Background: an optimization exercise with open tools, aiming at small area and a short achievable clock period. Do not read the settings as production practice. The RTL was checked by simulation tests, not by an equivalence proof against the original design.

// main
module main (
    input wire clk,
    input wire rst,
    input wire [7:0] in,
    input wire [2:0] op,
    input wire apply,
    output wire [7:0] tail,
    output wire empty,
    output reg valid
);
Size: about 550 cells after synthesis, about 44 flip-flops, about 24 I/O pins, ~4800 sq um of cells after synthesis.
==> flow/config.mk <==
export PLATFORM = sky130hd
export DESIGN_NAME = main
export DESIGN_NICKNAME = main
export VERILOG_FILES = /design/flow/design.v
export SDC_FILE = /design/flow/constraint.sdc
export NUM_CORES = 4
export LEC_CHECK = 0
export ABC_AREA = 1
export CAP_MARGIN = 0
export CORE_MARGIN = 2
export CORE_UTILIZATION = 60
export SETUP_SLACK_MARGIN = 4
export SLEW_MARGIN = 0
export TNS_END_PERCENT = 10
==> flow/constraint.sdc <==
create_clock -name core_clock -period 15.5 [get_ports {clk}]
set_input_delay 3.1000 -clock core_clock [delete_from_list [all_inputs] [get_ports {clk}]]
set_output_delay 3.1000 -clock core_clock [all_outputs]
set_load 0.01 [all_outputs]
run.sh (not shown) runs the stock make flow with config.mk's settings and CLKGATE_MAP_FILE= SYNTH_SCRIPT=/design/flow/synth_recipe.tcl, a recipe that flattens the netlist after the stock synthesis.
Then changed:
Settings changed: SETUP_SLACK_MARGIN 4 to 5.
What happened:
- The new run completed with no timing, DRC or antenna violations
- fmax rises by 3.5%
- routed wire length goes up by 5.0%
- core utilization hardly moves
- setup slack gains 0.38 ns
- hold slack degrades by 0.011 ns
- first-iteration DRC count climbs by 56%
- flip-flop and latch count does not change
- sequential share of layout area stays flat
- cell count goes down by 0.69%
Then changed:
Settings changed: CORE_UTILIZATION 60 to 68.
What happened: Final area came out higher slightly; clock skew came out lower by 0.0046 ns; via count came out higher by a few percent; synthesized cell count does not change; core utilization came out higher by 11 points.
Then changed:
Settings changed: CORE_UTILIZATION 68 to 50.
Wire length went up by a few percent.
Cell area went up by a few percent.
Non-clock buffer count went up by 16.
Critical path depth went up by 2.
Then changed:
Settings changed: ABC_AREA 1 to default, CORE_UTILIZATION 50 to 60.
Effect:
- critical path depth fell by 15
- wire length shrinks by 2.2%
- global-route usage is higher by 3.9 points
- die area drops by 16%
- final cell count is lower by 19%
Then changed:
==> flow/flow/run.sh (new file) <==
#!/bin/bash
# The standard layout (standard.sh) with extra ORFS settings read from
# flow/extra.txt (for example power recovery, which downsizes gates off the
# critical paths). ORFS writes each step's log under orfs/logs; make's own
# output goes to standard.log.
EXTRA=$(cat flow/extra.txt)
sed "s|\"\${@:-finish}\"|$EXTRA \"\${@:-finish}\"|" standard.sh > standard_extra.sh
bash standard_extra.sh > standard.log 2>&1
==> flow/flow/extra.txt (new file) <==
RECOVER_POWER=100
==> flow/standard.sh (new file) <==
#!/bin/bash
# synth_recipe.tcl (not shown) runs the flow's synth.tcl, then flattens the netlist and writes it again
# the make line also repeats each setting of config.mk as NAME=value (left out here)
make -C /OpenROAD-flow-scripts/flow DESIGN_CONFIG=/design/flow/config.mk WORK_HOME=/design/flow/orfs CLKGATE_MAP_FILE= SYNTH_SCRIPT=/design/flow/synth_recipe.tcl "${@:-finish}"
Settings changed: ABC_AREA from default to 1.
removed: flow/run.sh
Effect: Routed wire length climbs by 0.37%; worst setup slack gets worse by 0.28 ns; via count rose by 8.4%; flip-flop and latch count does not change; cell area went down by 3.8%; die area is lower by 0.36%; final cell count rose by 16%.


Another version of the RTL of main (not shown whole).
For scale: ~530 cells after synthesis, ~44 flip-flops, about 24 I/O pins.
==> flow/config.mk <==
export PLATFORM = sky130hd
export DESIGN_NAME = main
export DESIGN_NICKNAME = main
export VERILOG_FILES = /design/flow/design.v
export SDC_FILE = /design/flow/constraint.sdc
export NUM_CORES = 4
export LEC_CHECK = 0
export ABC_AREA = 1
export CAP_MARGIN = 0
export CORE_MARGIN = 2
export CORE_UTILIZATION = 60
export SETUP_SLACK_MARGIN = 3
export SLEW_MARGIN = 0
export TNS_END_PERCENT = 10
==> flow/constraint.sdc <==
create_clock -name core_clock -period 15.5 [get_ports {clk}]
set_input_delay 3.1000 -clock core_clock [delete_from_list [all_inputs] [get_ports {clk}]]
set_output_delay 3.1000 -clock core_clock [all_outputs]
set_load 0.01 [all_outputs]
Stock flow here: none of the scripts above is used.
Next try:
GPL_TIMING_DRIVEN = 0   (was unset)
What happened: The changed run completed without violations; wire length goes up by 1.5%; design area went up by about 0.9%; global-route usage climbs by 1.0 points; utilization increases by 0.63 points; clock-buffer cell count does not change; setup slack gains 0.026 ns; synthesized area does not change; sequential share of layout area drops by 0.34 points; non-clock buffer count is higher by 5.
Next try:
GPL_TIMING_DRIVEN = unset   (was 0)
SETUP_SLACK_MARGIN = 2.5   (was 3)
Result: Register-to-register slack loses 0.39 ns; critical path depth drops by 6; fmax drops by 3.3%.
Next try:
SETUP_SLACK_MARGIN = 4   (was 2.5)
The new run produced a clean layout.
Area after synthesis is unchanged.
Cell area is higher by 9.9%.
Flip-flop and latch count is unchanged.
Hold slack barely changes.
Sequential share of layout area fell by 2.5 points.
Register-to-register slack gains 1.1 ns.
Setup slack improves by 0.81 ns.
Wire length is higher by 8.1%.
Clock skew is about the same.
Next try:
SETUP_SLACK_MARGIN = 2   (was 4)
The changed run completed with no timing, DRC or antenna violations.
Wire length came out lower by 11%.
Global-route usage came out lower by 1.6 points.
Sequential cell count is unchanged.


main again, from the RTL that the note above started with.
export LEC_CHECK = 0
export CAP_MARGIN = 0
export CORE_MARGIN = 2
export CORE_UTILIZATION = 60
export SETUP_SLACK_MARGIN = 3
export SLEW_MARGIN = 0
export TNS_END_PERCENT = 10
create_clock -name core_clock -period 15.5 [get_ports {clk}]
The starting point completed without violations.
Rerun with:
--- a/flow/config.mk
+++ b/flow/config.mk
@@ -7,0 +8 @@
+export ABC_AREA = 1
@@ -10 +11 @@
-export CORE_UTILIZATION = 60
+export CORE_UTILIZATION = 70
Effect: The new run finished clean. Global-route usage came out higher by 5.6 points. Wire length came out higher slightly. Via count came out higher by a little under a tenth. Sequential share of layout area came out higher by 3.3 points.


The RTL this note starts from:
==> flow/design.v <==
module divu8 (
    input  wire [7:0] n,
    input  wire [7:0] d,
    output wire [7:0] q,
    output wire [7:0] r
);
    wire [7:0] rr [0:8];
    assign rr[8] = 8'd0;
    genvar i;
    generate
        for (i = 7; i >= 0; i = i - 1) begin : st
            localparam W = 8 - i;
            wire [W-1:0] trial;
            if (W == 1) begin : w1
                assign trial = n[i];
            end else begin : wn
                assign trial = {rr[i+1][W-2:0], n[i]};
            end
            wire hz = ~|(d >> W);
            wire [W:0] diff = {1'b0, trial} - {1'b0, d[W-1:0]};
            wire ge = hz & ~diff[W];
            assign q[i] = ge;
            assign rr[i] = ge ? diff[W-1:0] : trial;
        end
    endgenerate
    assign r = rr[0];
endmodule
module main (
    input wire clk,
    input wire rst,
    input wire [7:0] in,
    input wire [2:0] op,
    input wire apply,
    output wire [7:0] tail,
    output wire empty,
    output reg valid
);
    reg [7:0] q0, q1, q2, q3, q4;
    reg [2:0] c;     
    assign tail  = q0;
    assign empty = (c == 3'd0);
    reg [7:0] a, b;
    always @* begin
        case ({c[2], c[0]})
            2'd0: begin a = q1; b = q0; end
            2'd1: begin a = q2; b = q1; end
            2'd2: begin a = q3; b = q2; end
            default: begin a = q4; b = q3; end
        endcase
    end
    wire [7:0] quo, rem;
    divu8 u_div (.n(b), .d(a), .q(quo), .r(rem));
    wire       sub = op[2];
    wire [7:0] sum = b + (a ^ {8{sub}}) + {7'd0, sub};
    reg [7:0] res;
    always @* begin
        case (op)
            3'd0:    res = in;
            3'd3:    res = a * b;
            3'd5:    res = quo;
            3'd6:    res = rem;
            default: res = sum;
        endcase
    end
    wire full = c[2] & c[0];
    wire ge2  = c[2] | c[1];
    wire ge1  = c != 3'd0;
    wire bad = (op == 3'd7)
             | ((op == 3'd0) & full)
             | ((op == 3'd1) & ~ge1)
             | ((op != 3'd0) & (op != 3'd1) & ~ge2)
             | (((op == 3'd5) | (op == 3'd6)) & (a == 8'd0));
    always @(posedge clk) begin
        if (apply && op != 3'd1) begin
            q0 <= res;
            q1 <= q0;
            q2 <= q1;
            q3 <= q2;
            q4 <= q3;
        end
    end
    always @(posedge clk or posedge rst) begin
        if (rst) begin
            c     <= 3'd0;
            valid <= 1'b1;
        end else if (apply) begin
            if (op == 3'd0) c <= c + 3'd1;
            else            c <= c - 3'd1;
            if (bad) valid <= 1'b0;
        end
    end
endmodule
==> flow/config.mk <==
export PLATFORM = sky130hd
export DESIGN_NAME = main
export DESIGN_NICKNAME = main
export VERILOG_FILES = /design/flow/design.v
export SDC_FILE = /design/flow/constraint.sdc
export NUM_CORES = 4
export LEC_CHECK = 0
export ABC_AREA = 1
export CAP_MARGIN = 20
export CORE_MARGIN = 2
export CORE_UTILIZATION = 60
export SETUP_SLACK_MARGIN = 5
export SLEW_MARGIN = 20
==> flow/constraint.sdc <==
create_clock -name core_clock -period 15.5 [get_ports {clk}]
set_input_delay 3.1000 -clock core_clock [delete_from_list [all_inputs] [get_ports {clk}]]
set_output_delay 3.1000 -clock core_clock [all_outputs]
set_load 0.01 [all_outputs]
standard.sh (not shown) runs the stock make flow with config.mk's settings and CLKGATE_MAP_FILE= SYNTH_SCRIPT=/design/flow/synth_recipe.tcl, a recipe that flattens the netlist after the stock synthesis.
==> flow/flow/run.sh <==
#!/bin/bash
MARGIN=$(cat flow/margin.txt)
sed "s/SETUP_SLACK_MARGIN=[0-9.]*/SETUP_SLACK_MARGIN=$MARGIN/" standard.sh > standard_margin.sh
bash standard_margin.sh > standard.log 2>&1
==> flow/flow/margin.txt <==
8
The baseline went through all stages and came out clean.
Then changed:
==> flow/run.sh (new file) <==
#!/bin/bash
# synth_recipe.tcl (not shown) runs the flow's synth.tcl, then flattens the netlist and writes it again
# the make line also repeats each setting of config.mk as NAME=value (left out here)
make -C /OpenROAD-flow-scripts/flow DESIGN_CONFIG=/design/flow/config.mk WORK_HOME=/design/flow/orfs CLKGATE_MAP_FILE= SYNTH_SCRIPT=/design/flow/synth_recipe.tcl finish
CORE_UTILIZATION = 75   (was 60)
removed: flow/flow/run.sh
removed: flow/flow/margin.txt
removed: flow/standard.sh
What happened: The changed run did not get past global routing (5_1_grt) with DPL-0038; synthesized area is unchanged; synthesized cell count stays the same.

port drivers added, routing unchanged:
No port has a modelled driver above. Below, the same layouts with a new extraction and two added sets of constraints.
Step 1, drivers: a clkbuf_16 drives clk and a buf_2 each remaining input, both assumed.
Step 2, shift: input delay + t, output delay - t, t = (earliest + latest rising clock arrival at the registers) / 2. This alone moves slack from input paths to output paths.
Three values: no drivers, after step 1, after step 2; two values: the first two.
run	shift t [ns]	setup WS [ns]	worst slew at a driven data input, ns
the first run of note 1	0.325	4.414 / 4.414 / 4.414	0.03
the second run of note 1	0.326	4.792 / 4.792 / 4.792	0.04
the third run of note 1	0.326	4.730 / 4.730 / 4.730	0.04
the fourth run of note 1	0.318	4.847 / 4.847 / 4.847	0.04
the fifth run of note 1	0.319	4.083 / 4.083 / 4.083	0.04
the sixth run of note 1	0.327	3.801 / 3.801 / 3.801	0.03
the first run of note 2	0.325	3.903 / 3.905 / 3.580	0.03
the second run of note 2	0.320	3.928 / 3.928 / 3.838	0.03
the third run of note 2	0.324	3.539 / 3.539 / 3.304	0.03
the fourth run of note 2	0.318	4.352 / 4.353 / 4.035	0.03
the fifth run of note 2	0.323	3.135 / 3.135 / 3.135	0.03
the first run of note 3	0.319	3.155 / 3.155 / 3.155	0.04
the second run of note 3	0.331	3.850 / 3.850 / 3.557	0.04
the first run of note 4	0.329	5.212 / 5.212 / 5.212	0.04
After both steps every run listed still meets setup and hold. For the first run of note 2, which loses most, drivers alone change the setup slack by +0.002 ns; drivers and shift together by -0.323 ns.
